Source: an optimization exercise on an open RTL-to-GDS flow (aim: small area). Production flows keep margins and buffers that such runs may drop.
Where RTL was checked, it was by simulation tests only, not by an equivalence proof against the original.
No driver is modelled on the clock port, so clocking that relies on it looks cheaper here than on a real chip.
No activity file was given, so power comes from the tool's default toggle rates.

==> flow/design.v (excerpt) <==
module topModule (
    input clk,
    input rst,
    input btnL,
    input [1:0] sw,
    input [3:0] JC_cols,
    input btnR,
    output audio_gain,
    output audio_shutdown,
    output audio_out,
    output reg [3:0] JC_rows,
    output reg [3:0] an,
    output reg [6:0] seg
);
    assign audio_shutdown = 1'b1;
    assign audio_gain = 1'b1;
    reg [5:0] c50;
    reg       k1, q1;
    reg [6:0] c125;
    reg       k4;
    wire w50  = c50[5] & c50[4] & c50[0];       
    wire w125 = &c125[6:2];                     
    wire tick = w50 & k1 & ~q1;                 
    always @(posedge clk) begin
        if (rst) begin
            c50 <= 0; k1 <= 0; q1 <= 0; c125 <= 0; k4 <= 0;
        end else begin
            c50 <= w50 ? 6'd0 : c50 + 6'd1;
            if (w50) k1 <= ~k1;
            if (w50 & k1) q1 <= ~q1;
            c125 <= w125 ? 7'd0 : c125 + 7'd1;
            if (w125) k4 <= ~k4;
        end
    end
    reg rl;
    always @(posedge clk) begin
        if (rst) rl <= 1'b1;
        else if (w50) rl <= 1'b0;
    end
    reg [1:0]  status;       
    reg [2:0]  ctr;          
    reg [2:0]  pctr;         
    reg [4:0]  db;           
    reg        validPin;
    reg        play, fail;
    reg [11:0] timer;
    reg [3:0]  bl;
    reg        clean;
    reg [4:0]  led;
    reg        adj_set;
    reg [7:0]  cpH, cpL;     
    reg [7:0]  stH, stL;     
    reg [7:0]  lpH, lpL;     
    reg        accS, accL;   
    wire en = tick & (status != 2'd1);
    wire pressed = (JC_cols != 4'b1111);
    wire edge_ = db[4] & db[2] & db[0];         
    wire dbmax = db[4] & db[2] & db[1];         
    wire R0 = ~JC_rows[0] & JC_rows[1];
    wire R1 = ~JC_rows[1] & JC_rows[0];
    wire R2 = ~JC_rows[2] & JC_rows[0];
    wire R3 = ~JC_rows[3] & JC_rows[0];
    wire K0 = (JC_cols == 4'b1110);
    wire K1 = (JC_cols == 4'b1101);
    wire K2 = (JC_cols == 4'b1011);
    wire K3 = (JC_cols == 4'b0111);
    wire isdig = (R0 & K3) | ((R0 | R1 | R2) & (K0 | K1 | K2));
    wire isC = R3 & K2;
    wire isE = R2 & K3;
    wire isD = R3 & K3;
  ...
Settings: LEC_CHECK=0, CAP_MARGIN=20, CORE_MARGIN=2, CORE_UTILIZATION=40, CTS_BUF_LIST=sky130_fd_sc_hd__clkbuf_8, SLEW_MARGIN=20; clock period 10.0 ns.
run.sh (not shown) runs the stock make flow with config.mk's settings and CLKGATE_MAP_FILE= SYNTH_SCRIPT=/design/flow/synth_recipe.tcl, a recipe that flattens the netlist after the stock synthesis.
Change:
- CTS_BUF_LIST: sky130_fd_sc_hd__clkbuf_8 -> sky130_fd_sc_hd__clkbuf_4
- CTS_CLUSTER_SIZE: not set -> 20
Result: Utilization drops by 0.94 points; routed wire length drops slightly; non-clock buffer count does not change; clock power drops by about a fifth.
Change:
- CTS_CLUSTER_SIZE: 20 -> not set
What happened: Clock power stays flat. Synthesized area does not change. Wire length is unchanged. Worst setup slack is unchanged. Worst hold slack stays the same. Critical path depth does not change. Via count does not change. Cell count is unchanged. Utilization stays the same.


## v23
Another version of the RTL of topModule (not shown whole).
Size in the first run: about 110 flip-flops, roughly 28 I/O pins.
==> flow/config.mk <==
export PLATFORM = sky130hd
export DESIGN_NAME = topModule
export DESIGN_NICKNAME = topModule
export VERILOG_FILES = /design/flow/design.v
export SDC_FILE = /design/flow/constraint.sdc
export NUM_CORES = 4
export LEC_CHECK = 0
export CAP_MARGIN = 20
export CORE_MARGIN = 2
export CORE_UTILIZATION = 40
export SLEW_MARGIN = 20
==> flow/constraint.sdc <==
create_clock -name core_clock -period 10.0 [get_ports {clk}]
set_input_delay 2.0000 -clock core_clock [delete_from_list [all_inputs] [get_ports {clk}]]
set_output_delay 2.0000 -clock core_clock [all_outputs]
set_load 0.01 [all_outputs]
standard.sh (not shown) runs the stock make flow with config.mk's settings and CLKGATE_MAP_FILE= SYNTH_SCRIPT=/design/flow/synth_recipe.tcl, a recipe that flattens the netlist after the stock synthesis.
==> flow/flow/run.sh <==
#!/bin/bash
# Own layout flow: the standard layout (standard.sh), with three changes:
#  - synthesis runs the standard flow's synthesis script (synth_recipe.tcl) unchanged, except that the final
#    ABC technology mapping uses flow/abc.script (area mapping, no buffering or upsizing)
#    instead of ORFS's speed script; registers and their names are not affected;
#  - buffer_ports puts a sky130_fd_sc_hd__buf_1 on every input and output port;
#  - clock tree synthesis uses clkbuf cells from CTS_BUFS and inserts no dummy loads.
# Each tool's output is in orfs/logs/; make's full output is in own_flow.log.
set -euo pipefail
W=$(pwd)
CTS_BUFS=${CTS_BUFS:-sky130_fd_sc_hd__clkbuf_4 sky130_fd_sc_hd__clkbuf_8}
CTS_EXTRA=${CTS_EXTRA:-}
{
  printf 'proc abc {args} {\n'
  printf '  set i [lsearch -exact $args -script]\n'
  printf '  if {$i >= 0} { lset args [expr {$i + 1}] {%s/flow/abc.script} }\n' "$W"
  printf '  puts "own flow: abc $args"\n'
  printf '  yosys abc {*}$args\n'
  printf '}\n'
  cat synth_recipe.tcl
} > own_synth.tcl
sed -E "s#SYNTH_SCRIPT=[^ ]*#SYNTH_SCRIPT=$W/own_synth.tcl#" standard.sh > own_standard.sh
grep -q "SYNTH_SCRIPT=$W/own_synth.tcl" own_standard.sh
export BUFFER_PORTS_ARGS="-buffer_cell sky130_fd_sc_hd__buf_1"
export CTS_ARGS="-sink_clustering_enable -repair_clock_nets -buf_list {$CTS_BUFS} -dont_use_dummy_load $CTS_EXTRA"
bash own_standard.sh > own_flow.log 2>&1
==> flow/flow/abc.script <==
strash
&get -n
&st
&syn2
&syn3
&dch
&nf
&put
strash
dch
map -a
Relative to v23, the following input files were edited for v46:
==> flow/flow/abc.script <==
strash
dch
amap
topo
Notes after the runs:
v46 vs v23 — finished layout cell area dropped 90 µm².
Comparing v23 against v46, there is no change at all in number of clock-tree buffers in the layout.
Between v23 and v46, data arrival time of the critical path is higher for v23, v46 comes in under that.
Fraction of registers with async set or reset after synthesis: v23 vs v46 identical
Diff v23 -> v46: combinational group share of total power essentially unchanged; synthesized instance count decreased 58.
v23 -> v46: flip-flop and latch count delta 0, exact match
Changes in v29 relative to v46:
==> flow/flow/abc.script <==
strash
dch
map -a
topo
dnsize -c
Findings:
- v29: final critical-path share of the clock period higher than v46
- Clock network area share essentially unchanged between v46 and v29.
- v29 vs v46 — post-synthesis instance area rose about 1.2%.
- Compared with v46, v29 shows placed cell count that has gone up by a few percent.
- Diff v29 and v46: die area lower in v46
- Against v46, v29 reports a clock tree skew after final layout that is lower.
- The number of H-tree branching levels on v29 is in line with that on v46.
- Diff v46 -> v29: worst setup slack has decreased, sequential power has remained practically unchanged.
- Diff v46 -> v29 | global-route met3 utilization | increase of 0.15 points
Setup changes, v29 to v21
==> flow/flow/abc.script <==
strash
resyn2rs
dch -f
amap
topo
Notes after the runs:
v21 did not run to completion, as it errored out during synthesis (1_2_yosys).
v29 did not stop at any stage, and its layout met the timing, design-rule and antenna checks.
The inputs of v40 differ from those of v21 as listed below.
==> flow/flow/abc.script <==
strash
&get -n
&st
&syn2
&dch
&nf
&put
strash
dch
map -a
Results
- v40 went all the way through the flow, and no timing, DRC or antenna check failed.
Input-level comparison between v34 and v40:
==> flow/flow/abc.script <==
strash
dch
amap
strash
dch
amap
topo
### Flow results
- Against v40, v34 reports a via count of the first global-routing pass that is lower.
- Diff v40 -> v34: signal arrival time at the worst endpoint lost 330 ps, post-route cell area moved down, wire length per cell after detailed routing went up about 3.7%.
- [compare] base=v40 new=v34: setup slack up 290 ps, mapped cell area down about 2.5%, via count down about 4%, switching part of the total down 0.45 points.
- When the final numbers for v34 and v40 were put side by side, the synthesized cell count turned out to be smaller in v34.
- Synthesis-to-finish area growth of v40 is on par with v34.


topModule, a different RTL version from the one above (not shown whole).
Size: roughly 28 I/O pins.
// topModule
module topModule (
    input clk,
    input rst,
    input btnL,
    input [1:0] sw,
    input [3:0] JC_cols,
    input btnR,
    output audio_gain,
    output audio_shutdown,
    output audio_out,
    output reg [3:0] JC_rows,
    output [3:0] an,
    output reg [6:0] seg
);
clock: 10.0 ns
lec_check: 0
cap_margin: 20
core_margin: 2
core_utilization: 40
slew_margin: 20
==> flow/flow/abc.script <==
strash
dc2
dch
amap
topo
Scripts as last shown in full above: flow/flow/run.sh
Rerun with:
==> flow/flow/abc.script (replaced) <==
strash
rewrite
refactor
resub
dch
amap
topo
What happened: Count of clock-buffer cells in the layout is unchanged; design area came out lower by 1.4%; via count is lower by 2.1%; register-to-register slack is better by 0.62 ns.
Rerun with:
--- a/flow/flow/run.sh
+++ b/flow/flow/run.sh
@@ -9,5 +9,5 @@
 set -euo pipefail
 W=$(pwd)
-CTS_BUFS=${CTS_BUFS:-sky130_fd_sc_hd__clkbuf_4 sky130_fd_sc_hd__clkbuf_8}
+CTS_BUFS="sky130_fd_sc_hd__clkbuf_4 sky130_fd_sc_hd__clkbuf_8"
 CTS_EXTRA=${CTS_EXTRA:-}
 {
@@ -23,4 +23,5 @@
 grep -q "SYNTH_SCRIPT=$W/own_synth.tcl" own_standard.sh
 export BUFFER_PORTS_ARGS="-buffer_cell sky130_fd_sc_hd__buf_1"
+if [[ -f flow/pre_cts.tcl ]]; then export PRE_CTS_TCL=$W/flow/pre_cts.tcl; fi
 export CTS_ARGS="-sink_clustering_enable -repair_clock_nets -buf_list {$CTS_BUFS} -dont_use_dummy_load $CTS_EXTRA"
 bash own_standard.sh > own_flow.log 2>&1
==> flow/flow/abc.script (replaced) <==
strash
dch
amap
topo
==> flow/flow/pre_cts.tcl (new file) <==
configure_cts_characterization -max_slew 0.1
Result:
- The changed run completed without violations
- maximum frequency is lower by 14%
- die area climbs by 0.94%
- cell count grows by 1.1%
Rerun with:
--- a/flow/flow/run.sh
+++ b/flow/flow/run.sh
@@ -9,5 +9,5 @@
 set -euo pipefail
 W=$(pwd)
-CTS_BUFS="sky130_fd_sc_hd__clkbuf_4 sky130_fd_sc_hd__clkbuf_8"
+CTS_BUFS=${CTS_BUFS:-sky130_fd_sc_hd__clkbuf_4 sky130_fd_sc_hd__clkbuf_8}
 CTS_EXTRA=${CTS_EXTRA:-}
 {
@@ -23,5 +23,4 @@
 grep -q "SYNTH_SCRIPT=$W/own_synth.tcl" own_standard.sh
 export BUFFER_PORTS_ARGS="-buffer_cell sky130_fd_sc_hd__buf_1"
-if [[ -f flow/pre_cts.tcl ]]; then export PRE_CTS_TCL=$W/flow/pre_cts.tcl; fi
 export CTS_ARGS="-sink_clustering_enable -repair_clock_nets -buf_list {$CTS_BUFS} -dont_use_dummy_load $CTS_EXTRA"
 bash own_standard.sh > own_flow.log 2>&1
==> flow/flow/abc.script (replaced) <==
strash
dch
amap -A 0.9
topo
removed: flow/flow/pre_cts.tcl
Outcome: The new run produced a clean layout; register-to-register slack is worse by 0.47 ns; final area went up by 17%; routed wire length went up by 6.7%; worst hold slack is better by 0.014 ns; total power went up by 1.4%; sequential share of layout area went down by 6.6 points; synthesized area went up by 18%; setup slack is worse by 0.47 ns; via count went up by 19%; die area went up by 17%.
Rerun with:
==> flow/flow/abc.script (replaced) <==
strash
dch
amap -m
topo
The new run finished with timing, DRC and antenna clean.
Worst setup slack is better by 0.28 ns.
Design area decreases by 14%.
Core utilization increases by 0.27 points.
Sequential cell count stays the same.
Power decreases by 1.9%.
Function was not checked in any run of this note: the RTL went through the layout flow alone.


Setup of job 4109:
Another version of the RTL of topModule (not shown whole).
Size in the first run: roughly 28 I/O pins.
==> flow/design.v (excerpt) <==
module topModule (
    input clk,
    input rst,
    input btnL,
    input [1:0] sw,
    input [3:0] JC_cols,
    input btnR,
    output audio_gain,
    output audio_shutdown,
    output audio_out,
    output reg [3:0] JC_rows,
    output [3:0] an,
    output reg [6:0] seg
);
Settings: LEC_CHECK=0, CAP_MARGIN=20, CORE_MARGIN=2, CORE_UTILIZATION=40, SLEW_MARGIN=20; clock period 10.0 ns.
==> flow/flow/run.sh <==
#!/bin/bash
# Own layout flow: the standard layout (standard.sh), with three changes:
#  - synthesis runs the standard flow's synthesis script (synth_recipe.tcl) unchanged, except that the final
#    ABC technology mapping uses flow/abc.script (area mapping, no buffering or upsizing)
#    instead of ORFS's speed script; registers and their names are not affected;
#  - buffer_ports puts a sky130_fd_sc_hd__buf_1 on every input and output port;
#  - clock tree synthesis uses clkbuf cells from CTS_BUFS and inserts no dummy loads.
# Each tool's output is in orfs/logs/; make's full output is in own_flow.log.
set -euo pipefail
W=$(pwd)
CTS_BUFS="sky130_fd_sc_hd__clkbuf_8 sky130_fd_sc_hd__clkbuf_16"
CTS_EXTRA="-sink_clustering_size 30 -sink_clustering_max_diameter 300"
{
  printf 'proc abc {args} {\n'
  printf '  set i [lsearch -exact $args -script]\n'
  printf '  if {$i >= 0} { lset args [expr {$i + 1}] {%s/flow/abc.script} }\n' "$W"
  printf '  puts "own flow: abc $args"\n'
  printf '  yosys abc {*}$args\n'
  printf '}\n'
  cat synth_recipe.tcl
} > own_synth.tcl
sed -E "s#SYNTH_SCRIPT=[^ ]*#SYNTH_SCRIPT=$W/own_synth.tcl#" standard.sh > own_standard.sh
grep -q "SYNTH_SCRIPT=$W/own_synth.tcl" own_standard.sh
export BUFFER_PORTS_ARGS="-buffer_cell sky130_fd_sc_hd__buf_1"
export CTS_ARGS="-sink_clustering_enable -repair_clock_nets -buf_list {$CTS_BUFS} -dont_use_dummy_load $CTS_EXTRA"
bash own_standard.sh > own_flow.log 2>&1
==> flow/flow/abc.script <==
strash
&get -n
&st
&syn2
&dch
&nf
&put
strash
dch
map -a
Job 4109 has completed all stages; timing, DRC and antenna checks passed.
Changes in job 3196 relative to job 4109:
diff --git a/flow/flow/run.sh b/flow/flow/run.sh
--- a/flow/flow/run.sh
+++ b/flow/flow/run.sh
@@ -11,2 +11,2 @@
-CTS_BUFS="sky130_fd_sc_hd__clkbuf_8 sky130_fd_sc_hd__clkbuf_16"
-CTS_EXTRA="-sink_clustering_size 30 -sink_clustering_max_diameter 300"
+CTS_BUFS="sky130_fd_sc_hd__clkbuf_4 sky130_fd_sc_hd__clkbuf_8"
+CTS_EXTRA=""
- Comparing job 4109 with job 3196, the minimum clock period came out essentially unchanged.
- Route | job 3196 vs job 4109 | wire shorter in job 3196
- Global-route usage: job 3196 vs job 4109 — no meaningful difference
- Job 4109 ended up with cpL[1]$_DFF_P_ as its termination of the worst setup path; job 3196 ended up with cpH[1]$_DFF_P_.
- On setup slack, job 3196 and job 4109 are basically level.
- Reported for job 3196 and job 4109, number of logic stages on the critical path including buffering turned out identical to the last digit.
- Sum of internal, switching and leakage power (lower): job 3196
- The arrival time reported for the critical path endpoint in job 3196 sits 0.02 ns above the value recorded for job 4109.
- Higher share of final layout cell area taken by clock buffers and inverters was reported by job 4109, not job 3196.
- Share of cell area taken by multi-input logic gates ends up lower on job 4109.
- The higher routed wire length on met2 came out of job 4109.
Relative to job 3196, the following input files were edited for job 4773:
diff --git a/flow/flow/run.sh b/flow/flow/run.sh
--- a/flow/flow/run.sh
+++ b/flow/flow/run.sh
@@ -11 +11 @@
-CTS_BUFS="sky130_fd_sc_hd__clkbuf_4 sky130_fd_sc_hd__clkbuf_8"
+CTS_BUFS="sky130_fd_sc_hd__clkbuf_16"
Notes after the runs:
- Every run in the comparison, job 3196 and job 4773, completed the flow with a clean layout.
- Maximum frequency delta (job 4773 -> job 3196): insignificant
- Taking job 3196 over job 4773, the DRC marker count from the first detailed-route iteration ratio works out to 0.935.
- [compare] base=job 3196 new=job 4773: clock share of power went up; wire length of the first global-routing pass went up.
- Against job 3196, minimum hold slack in job 4773 came out better.
- Data required time of the worst path (job 4773 over job 3196): decrease, 0.02 ns
- Against job 3196, job 4773 comes in 66 um higher on final routed wirelength across all metal layers.
#### Input delta (job 8313 over job 4773)
diff --git a/flow/flow/run.sh b/flow/flow/run.sh
--- a/flow/flow/run.sh
+++ b/flow/flow/run.sh
@@ -12 +12 @@
-CTS_EXTRA=""
+CTS_EXTRA="-sink_clustering_size 60 -sink_clustering_max_diameter 400"
- Re synthesized cell count: no difference whatsoever between job 4773 and job 8313.
- Job 8313 vs. job 4773: number of DRC markers after the initial detailed-route iteration level, switching portion of total power has remained practically unchanged, worst hold margin shows no meaningful change.
- The fraction of area in multi-input gates was comparable across job 4773 and job 8313.
- ~same mean cell area of the mapped netlist in job 4773 and job 8313
- Reported for job 4773 and job 8313, initial core utilization turned out identical to the last digit.
- Job 4773 -> job 8313: total routed wirelength delta 0, exact match
- Job 8313 against job 4773: maximum frequency did not really move, flip-flop and latch count did not really move, number of buffers created by CTS did not really move.
No functional check of the RTL was part of any run of this note.

## separate check: timing with driven ports
The results above use ideal ports. As a check the final layouts listed here were re-extracted and re-timed, cells and wires unchanged. Step 1 sets driving cells, clkbuf_16 on the clock port and buf_2 on the other inputs (assumed; they add their load-dependent delay and slew). Step 2 moves the port delays by t, midway between the first and last clock arrival at a register: inputs arrive t later, outputs are due t later. That takes back most of the time a late clock gives input paths. Three values: ideal ports, drivers, drivers and shift; two values: the first two.
run	shift t [ns]	setup slack, ns	hold WS [ns]	worst data-port slew with drivers (ns)	cell pins on the clock port's net
the first run of note 1	0.462	5.784 / 5.752 / 5.637	0.325 / 0.325 / 0.325	0.03	1
the second run of note 1	0.554	5.687 / 5.652 / 5.644	0.332 / 0.332 / 0.332	0.03	1
the third run of note 1	0.554	5.687 / 5.652 / 5.644	0.332 / 0.332 / 0.332	0.03	1
v23	0.389	4.204 / 4.204 / 4.204	0.291 / 0.291 / 0.291	0.04	1
v46	0.389	5.508 / 5.508 / 5.381	0.283 / 0.283 / 0.283	0.03	1
v29	0.389	4.516 / 4.516 / 4.516	0.301 / 0.301 / 0.301	0.03	1
v40	0.390	4.712 / 4.712 / 4.712	0.306 / 0.306 / 0.306	0.03	1
v34	0.394	4.998 / 4.998 / 4.998	0.320 / 0.320 / 0.320	0.05	1
the first run of note 3	0.388	5.195 / 5.195 / 5.195	0.314 / 0.314 / 0.314	0.04	1
the second run of note 3	0.386	5.810 / 5.810 / 5.592	0.299 / 0.299 / 0.299	0.03	1
the third run of note 3	0.380	5.102 / 5.102 / 5.102	0.316 / 0.316 / 0.316	0.04	1
the fourth run of note 3	0.407	4.633 / 4.633 / 4.633	0.329 / 0.329 / 0.329	0.03	1
the fifth run of note 3	0.383	4.913 / 4.913 / 4.913	0.305 / 0.305 / 0.305	0.04	1
job 4109	0.372	5.268 / 5.280 / 4.908	0.308 / 0.308 / 0.308	0.03	1
job 3196	0.390	5.267 / 5.275 / 4.884	0.302 / 0.302 / 0.302	0.03	1
job 4773	0.372	5.268 / 5.280 / 4.908	0.308 / 0.308 / 0.308	0.03	1
job 8313	0.372	5.268 / 5.280 / 4.908	0.308 / 0.308 / 0.308	0.03	1
After both steps setup and hold are still met in every run listed. The setup slack of job 3196, which loses most, moves by +0.008 ns with the drivers and by -0.383 ns with both steps.
